This is an optimization exercise on Yosys and OpenROAD, whose aim is small area and a short achievable clock period, not a production implementation.

==> 01-28 <==
// cordic_top
module cordic_top (
    input  logic clk,
    input  logic signed[15:0] angle,
    output logic signed[15:0] sin, cos
);
Settings: LEC_CHECK=0, ABC_AREA=1, CAP_MARGIN=20, CORE_MARGIN=2, CORE_UTILIZATION=45, CTS_BUF_LIST=sky130_fd_sc_hd__clkbuf_8, SETUP_SLACK_MARGIN=1.4, SLEW_MARGIN=20; clock period 3.3 ns.
run.sh (not shown) runs the stock make flow with config.mk's settings and CLKGATE_MAP_FILE= SYNTH_SCRIPT=/design/flow/synth_recipe.tcl, a recipe that flattens the netlist after the stock synthesis.
==> inputs of 04-27, as changes to 01-28 <==
--- a/flow/design.v
+++ b/flow/design.v
@@ -1,16 +1,15 @@
 module CORDIC_pipelined (
     input clk,
     input logic signed[15:0] angle,
     output logic signed[15:0] sin, cos
 );
 logic [15:0] t_in;
-logic [15:0] a_q;
-assign t_in = a_q - 16'd1;
+assign t_in = angle - 16'd1;
 logic [14:0] u0_q;
 logic d0_q;
 logic [14:0] u1;
 logic [14:0] u1_q;
 logic [1:0] i1_q;    
 logic [15:0] v0;
 assign v0 = {1'b0, u0_q} - 16'd12867;
 logic [14:0] f1;
@@ -23,57 +22,57 @@
 logic [5:0] q0_q;
 logic [5:0] tg_q;
 logic c_q;
 logic [6:0] lo_q, lp_q;
 assign c_q = lo_q >= lp_q;
 logic [1:0] iq_q;
 logic [5:0] late;
 assign late = {(q0_q[5] ^ (c_q & tg_q[5])), (q0_q[4] ^ (c_q & tg_q[4])), (q0_q[3] ^ (c_q & tg_q[3])), (q0_q[2] ^ (c_q & tg_q[2])), (q0_q[1] ^ (c_q & tg_q[1])), (q0_q[0] ^ (c_q & tg_q[0]))};
-logic [7:0] x0_q, x1_q, x2_q;    
+logic [7:0] x0_q, x1_q, x2_q, x3_q;    
 logic [31:0] rom_d;
 logic [45:0] rc_q;
 logic rn114, rn132, rn215, rn46, rn80, rn689, rn40, rn69, rn107, rn369, rn131, rn99, rn335, rn124, rn310, rn79, rn101, rn563, rn460, rn233, rn243, rn143, rn139, rn662, rn60, rn93, rn425, rn316, rn411, rn247, rn135, rn349, rn113, rn70, rn557, rn223, rn184, rn116, rn121, rn371, rn610, rn691, rn533, rn571, rn333, rn239, rn127, rn442, rn100, rn632, rn109, rn483, rn188, rn140, rn674, rn163, rn268, rn648, rn53, rn311, rn631, rn548, rn81, rn253, rn363, rn174, rn108, rn152, rn660, rn358, rn370, rn266, rn205, rn255, rn157, rn343, rn302, rn348, rn690, rn513, rn565, rn544, rn605, rn204, rn94, rn303, rn556, rn550, rn270, rn95, rn77, rn141, rn647, rn122, rn71, rn627, rn57, rn731, rn717, rn144, rn329, rn350, rn461, rn577, rn171, rn125, rn115, rn133, rn756, rn694, rn532, rn644, rn443, rn484, rn102, rn419, rn365, rn320, rn242, rn592, rn209, rn50, rn269, rn189, rn657, rn164, rn732, rn645, rn378, rn42, rn590, rn364, rn211, rn176, rn201, rn664, rn683, rn667, rn638, rn142, rn359, rn372, rn549, rn611, rn195, rn41, rn267, rn220, rn90, rn158, rn376, rn110, rn742, rn663, rn578, rn653, rn429, rn642, rn606, rn297, rn334, rn312, rn558, rn344, rn76, rn252, rn256, rn258, rn172, rn224, rn566, rn82, rn96, rn206, rn59, rn97, rn476, rn453, rn713, rn668, rn382, rn628, rn295, rn185, rn51, rn117, rn462, rn739, rn725, rn718, rn695, rn145, rn554, rn134, rn698, rn304, rn534, rn704, rn677, rn543, rn420, rn342, rn244, rn271, rn103, rn432, rn339, rn692, rn444, rn637, rn366, rn280, rn196, rn321, rn298, rn43, rn518, rn737, rn675, rn624, rn633, rn336, rn525, rn591, rn531, rn529, rn221, rn210, rn508, rn136, rn44, rn279, rn202, rn478, rn551, rn276, rn379, rn665, rn623, rn360, rn612, rn240, rn584, rn263, rn190, rn523, rn91, rn111, rn743, rn377, rn330, rn351, rn257, rn579, rn541, rn559, rn118, rn98, rn314, rn289, rn709, rn669, rn658, rn394, rn383, rn313, rn323, rn83, rn317, rn179, rn305, rn254, rn173, rn231, rn52, rn225, rn226, rn178, rn61, rn467, rn56, rn740, rn696, rn684, rn387, rn402, rn288, rn146, rn78, rn733, rn463, rn652, rn699, rn572, rn361, rn545, rn707, rn153, rn345, rn274, rn272, rn693, rn245, rn433, rn639, rn367, rn299, rn197, rn283, rn515, rn524, rn352, rn540, rn535, rn530, rn212, rn509, rn104, rn738, rn676, rn659, rn281, rn728, rn373, rn607, rn593, rn198, rn222, rn137, rn479, rn384, rn666, rn630, rn400, rn318, rn45, rn625, rn241, rn264, rn552, rn92, rn492, rn744, rn380, rn191, rn654, rn331, rn560, rn472, rn749, rn705, rn25, rn315, rn629, rn585, rn564, rn730, rn322, rn259, rn249, rn526, rn180, rn119, rn489, rn72, rn741, rn710, rn685, rn649, rn324, rn84, rn207, rn227, rn175, rn468, rn456, rn58, rn54, rn186, rn714, rn697, rn403, rn636, rn147, rn734, rn614, rn165, rn678, rn583, rn469, rn154, rn388, rn306, rn362, rn546, rn708, rn573, rn458, rn640, rn555, rn519, rn232, rn290, rn300, rn246, rn284, rn332, rn598, rn661, rn353, rn516, rn374, rn542, rn536, rn213, rn510, rn138, rn480, rn719, rn385, rn670, rn392, rn47, rn681, rn587, rn199, rn105, rn454, rn390, rn671, rn646, rn265, rn567, rn427, rn192, rn346, rn260, rn561, rn490, rn473, rn706, rn414, rn319, rn325, rn126, rn85, rn580, rn527, rn228, rn120, rn445, rn62, rn55, rn745, rn726, rn296, rn250, rn73, rn604, rn177, rn208, rn410, rn187, rn615, rn166, rn679, rn650, rn39, rn586, rn753, rn470, rn711, rn368, rn155, rn389, rn620, rn574, rn48, rn459, rn398, rn520, rn234, rn408, rn375, rn307, rn291, rn285, rn337, rn354, rn273, rn621, rn599, rn547, rn159, rn720, rn406, rn248, rn634, rn537, rn481, rn455, rn386, rn396, rn200, rn106, rn148, rn588, rn347, rn514, rn501, rn715, rn415, rn128, rn568, rn229, rn485, rn446, rn63, rn434, rn428, rn301, rn282, rn123, rn86, rn754, rn735, rn261, rn562, rn491, rn326, rn167, rn686, rn608, rn181, rn214, rn412, rn193, rn700, rn528, rn727, rn24, rn395, rn680, rn651, rn616, rn712, rn500, rn596, rn471, rn391, rn156, rn477, rn450, rn464, rn399, rn641, rn575, rn49, rn409, rn381, rn292, rn672, rn521, rn401, rn393, rn338, rn355, rn203, rn112, rn622, rn251, rn286, rn635, rn275, rn435, rn407, rn397, rn626, rn553, rn160, rn421, rn517, rn505, rn235, rn457, rn424, rn497, rn486, rn439, rn64, rn589, rn600, rn581, rn569, rn493, rn416, rn327, rn129, rn168, rn609, rn182, rn701, rn538, rn506, rn447, rn430, rn423, rn755, rn746, rn413, rn417, rn216, rn729, rn617, rn723, rn502, rn404, rn597, rn474, rn74, rn23, rn308, rn482, rn451, rn465, rn262, rn87, rn356, rn422, rn293, rn287, rn426, rn22, rn340, rn277, rn643, rn161, rn511, rn26, rn236, rn673, rn576, rn436, rn19, rn21, rn716, rn721, rn65, rn594, rn570, rn522, rn494, rn418, rn130, rn438, rn498, rn487, rn440, rn747, rn38, rn169, rn613, rn183, rn217, rn682, rn10, rn507, rn736, rn405, rn655, rn448, rn618, rn503, rn601, rn309, rn466, rn341, rn75, rn431, rn722, rn278, rn294, rn582, rn724, rn539, rn18, rn237, rn149, rn17, rn441, rn66, rn595, rn495, rn162, rn37, rn512, rn499, rn488, rn750, rn748, rn35, rn602, rn230, rn194, rn687, rn656, rn619, rn20, rn449, rn328, rn67, rn357, rn475, rn437, rn150, rn88, rn170, rn504, rn496, rn28, rn751, rn603, rn12, rn238, rn218, rn702, rn688, rn33, rn452, rn68, rn13, rn36, rn16, rn27, rn151, rn89, rn752, rn219, rn14, rn11, rn703, rn15, rn30, rn31, rn32, rn29, rn34;
-assign rn114 = ~x2_q[4];
-assign rn132 = ~x2_q[2];
-assign rn80 = ~x2_q[3];
-assign rn689 = ~x2_q[0];
-assign rn69 = ~(x2_q[2] | x2_q[1]);
-assign rn131 = ~(x2_q[1] & x2_q[0]);
-assign rn99 = ~(x2_q[1] | x2_q[0]);
-assign rn124 = ~(x2_q[2] & x2_q[1]);
-assign rn310 = ~(x2_q[0] | x2_q[3]);
-assign rn101 = x2_q[3] | ~x2_q[2];
-assign rn460 = x2_q[2] | ~x2_q[1];
-assign rn143 = x2_q[2] & ~x2_q[1];
-assign rn139 = x2_q[0] & ~x2_q[2];
-assign rn662 = x2_q[1] | ~x2_q[0];
-assign rn60 = x2_q[0] & ~x2_q[1];
-assign rn93 = x2_q[1] & ~x2_q[0];
-assign rn425 = x2_q[0] | ~x2_q[2];
-assign rn135 = x2_q[2] | x2_q[1];
-assign rn349 = x2_q[2] & x2_q[3];
-assign rn113 = x2_q[2] & x2_q[0];
-assign rn70 = x2_q[0] | x2_q[3];
-assign rn223 = x2_q[1] & x2_q[0];
-assign rn116 = x2_q[0] & x2_q[3];
-assign rn333 = x2_q[1] ? x2_q[2] : x2_q[0];
-assign rn109 = x2_q[2] & ~rn131;
+assign rn114 = ~x3_q[4];
+assign rn132 = ~x3_q[2];
+assign rn80 = ~x3_q[3];
+assign rn689 = ~x3_q[0];
+assign rn69 = ~(x3_q[2] | x3_q[1]);
+assign rn131 = ~(x3_q[1] & x3_q[0]);
+assign rn99 = ~(x3_q[1] | x3_q[0]);
+assign rn124 = ~(x3_q[2] & x3_q[1]);
+assign rn310 = ~(x3_q[0] | x3_q[3]);
+assign rn101 = x3_q[3] | ~x3_q[2];
+assign rn460 = x3_q[2] | ~x3_q[1];
+assign rn143 = x3_q[2] & ~x3_q[1];
+assign rn139 = x3_q[0] & ~x3_q[2];
+assign rn662 = x3_q[1] | ~x3_q[0];
+assign rn60 = x3_q[0] & ~x3_q[1];
+assign rn93 = x3_q[1] & ~x3_q[0];
+assign rn425 = x3_q[0] | ~x3_q[2];
+assign rn135 = x3_q[2] | x3_q[1];
+assign rn349 = x3_q[2] & x3_q[3];
+assign rn113 = x3_q[2] & x3_q[0];
+assign rn70 = x3_q[0] | x3_q[3];
+assign rn223 = x3_q[1] & x3_q[0];
+assign rn116 = x3_q[0] & x3_q[3];
+assign rn333 = x3_q[1] ? x3_q[2] : x3_q[0];
+assign rn109 = x3_q[2] & ~rn131;
 assign rn483 = rn689 & ~rn124;
 assign rn674 = rn80 & ~rn69;
 assign rn648 = rn132 & ~rn99;
-assign rn266 = x2_q[3] & ~rn460;
+assign rn266 = x3_q[3] & ~rn460;
 assign rn157 = rn662 & ~rn93;
-assign rn343 = x2_q[2] & ~rn662;
+assign rn343 = x3_q[2] & ~rn662;
 assign rn513 = rn132 & ~rn60;
 assign rn303 = rn60 | rn93;
 assign rn141 = rn132 & ~rn223;
-assign rn647 = rn425 | x2_q[1];
+assign rn647 = rn425 | x3_q[1];
 assign rn171 = rn116 | rn114;
-assign rn644 = x2_q[3] ? rn132 : rn135;
+assign rn644 = x3_q[3] ? rn132 : rn135;
 assign rn172 = rn513 | rn343;
 assign rn82 = rn648 | ~rn647;
 assign rn543 = rn644 & ~rn266;
 assign rn215 = ~rc_q[6];
 assign rn46 = ~rc_q[5];
 assign rn40 = ~rc_q[7];
 assign rn107 = ~(rc_q[4] | rc_q[3]);
 assign rn369 = ~(rc_q[2] | rc_q[3]);
@@ -776,37 +775,37 @@
 assign rn15 = rc_q[7] ? rn452 : rn475;
 assign rn30 = rn170 | rn151;
 assign rn31 = rn89 | rn68;
 assign rn32 = rn752 | rn748;
 assign rn29 = rn238 | rn219;
 assign rn34 = rn703 | rn688;
 assign rom_d = {rn40, rn40, rn39, rn38, rn37, rn36, rn35, rn34, rn33, rn32, rn31, rn30, rn29, rn28, rn27, rn26, rn25, rn24, rn23, rn22, rn21, rn20, rn19, rn18, rn17, rn16, rn15, rn14, rn13, rn12, rn11, rn10};
 always_ff @(posedge clk) begin
-    a_q <= angle;
     u0_q <= t_in[14:0] ^ {15{t_in[15]}};
     d0_q <= ~t_in[15];
     u1_q <= u1;
     i1_q <= {d0_q, v0[15]};
     q0_q <= q0;
     tg_q <= tg;
     lo_q <= u1_q[6:0];
     lp_q <= lpos;
     iq_q <= i1_q;
     x0_q <= {iq_q, late};
     x1_q <= x0_q;
     x2_q <= x1_q;
-    rc_q[0] <= x2_q[0];
-    rc_q[1] <= x2_q[1];
-    rc_q[2] <= x2_q[2];
-    rc_q[3] <= x2_q[3];
-    rc_q[4] <= x2_q[4];
-    rc_q[5] <= x2_q[5];
-    rc_q[6] <= x2_q[6];
-    rc_q[7] <= x2_q[7];
+    x3_q <= x2_q;
+    rc_q[0] <= x3_q[0];
+    rc_q[1] <= x3_q[1];
+    rc_q[2] <= x3_q[2];
+    rc_q[3] <= x3_q[3];
+    rc_q[4] <= x3_q[4];
+    rc_q[5] <= x3_q[5];
+    rc_q[6] <= x3_q[6];
+    rc_q[7] <= x3_q[7];
     rc_q[8] <= rn171;
     rc_q[9] <= rn114;
     rc_q[10] <= rn99;
     rc_q[11] <= rn349;
     rc_q[12] <= rn132;
     rc_q[13] <= rn223;
     rc_q[14] <= rn141;
     rc_q[15] <= rn69;
==> notes.md <==
# clk buffers 17; register area share after synthesis 0.4394; routing usage on met3 0.07620; Area Overhead vs Synth 19.50%; status no timing/DRC/antenna violations; die height roughly 140 um; crit path to dut_basic.cos[1]$_DFF_P_; Net count, final 1168; shortest period the worst path allows 1.903 ns
the above is filed under 01-28

==> notes.md <==
register area share after synthesis 0.4281; routing usage on met3 0.05333; crit path to dut_basic.cos[3]$_DFF_P_; status no timing/DRC/antenna violations; shortest period the worst path allows between 1.5 and 2 ns; Num CTS Buffers 17; die height 136.9 um; Net count, final around 1.2k; Area Overhead vs Synth 19.69%; CP Class reg2reg
the above is filed under 04-27

No run of this note included a check of the RTL's function; only the layout flow was run.

## separate check: timing with driven ports
Ports are ideal in the flow. The routed layouts listed here were re-timed in OpenROAD.
Step 1 (the two cells are an assumption about what drives the block):
set clk [get_ports {clk}]
set_driving_cell -lib_cell sky130_fd_sc_hd__clkbuf_16 $clk
set_driving_cell -lib_cell sky130_fd_sc_hd__buf_2 [delete_from_list [all_inputs] $clk]
Step 2, shift: input delay + t, output delay - t, t = (earliest + latest rising clock arrival at the registers) / 2. This alone moves slack from input paths to output paths.
Three values: ideal, step 1, step 2; two values: the first two.
run	t, ns	slack for setup (ns)	worst register clock-pin slew, ns
01-28	0.510	1.397 / 1.397 / 1.397	0.12 / 0.12
04-27	0.496	1.311 / 1.311 / 0.991	0.11 / 0.11
After both steps every run listed still meets setup and hold. The setup slack of 04-27, which loses most, moves by 0.000 ns with the drivers and by -0.320 ns with both steps.
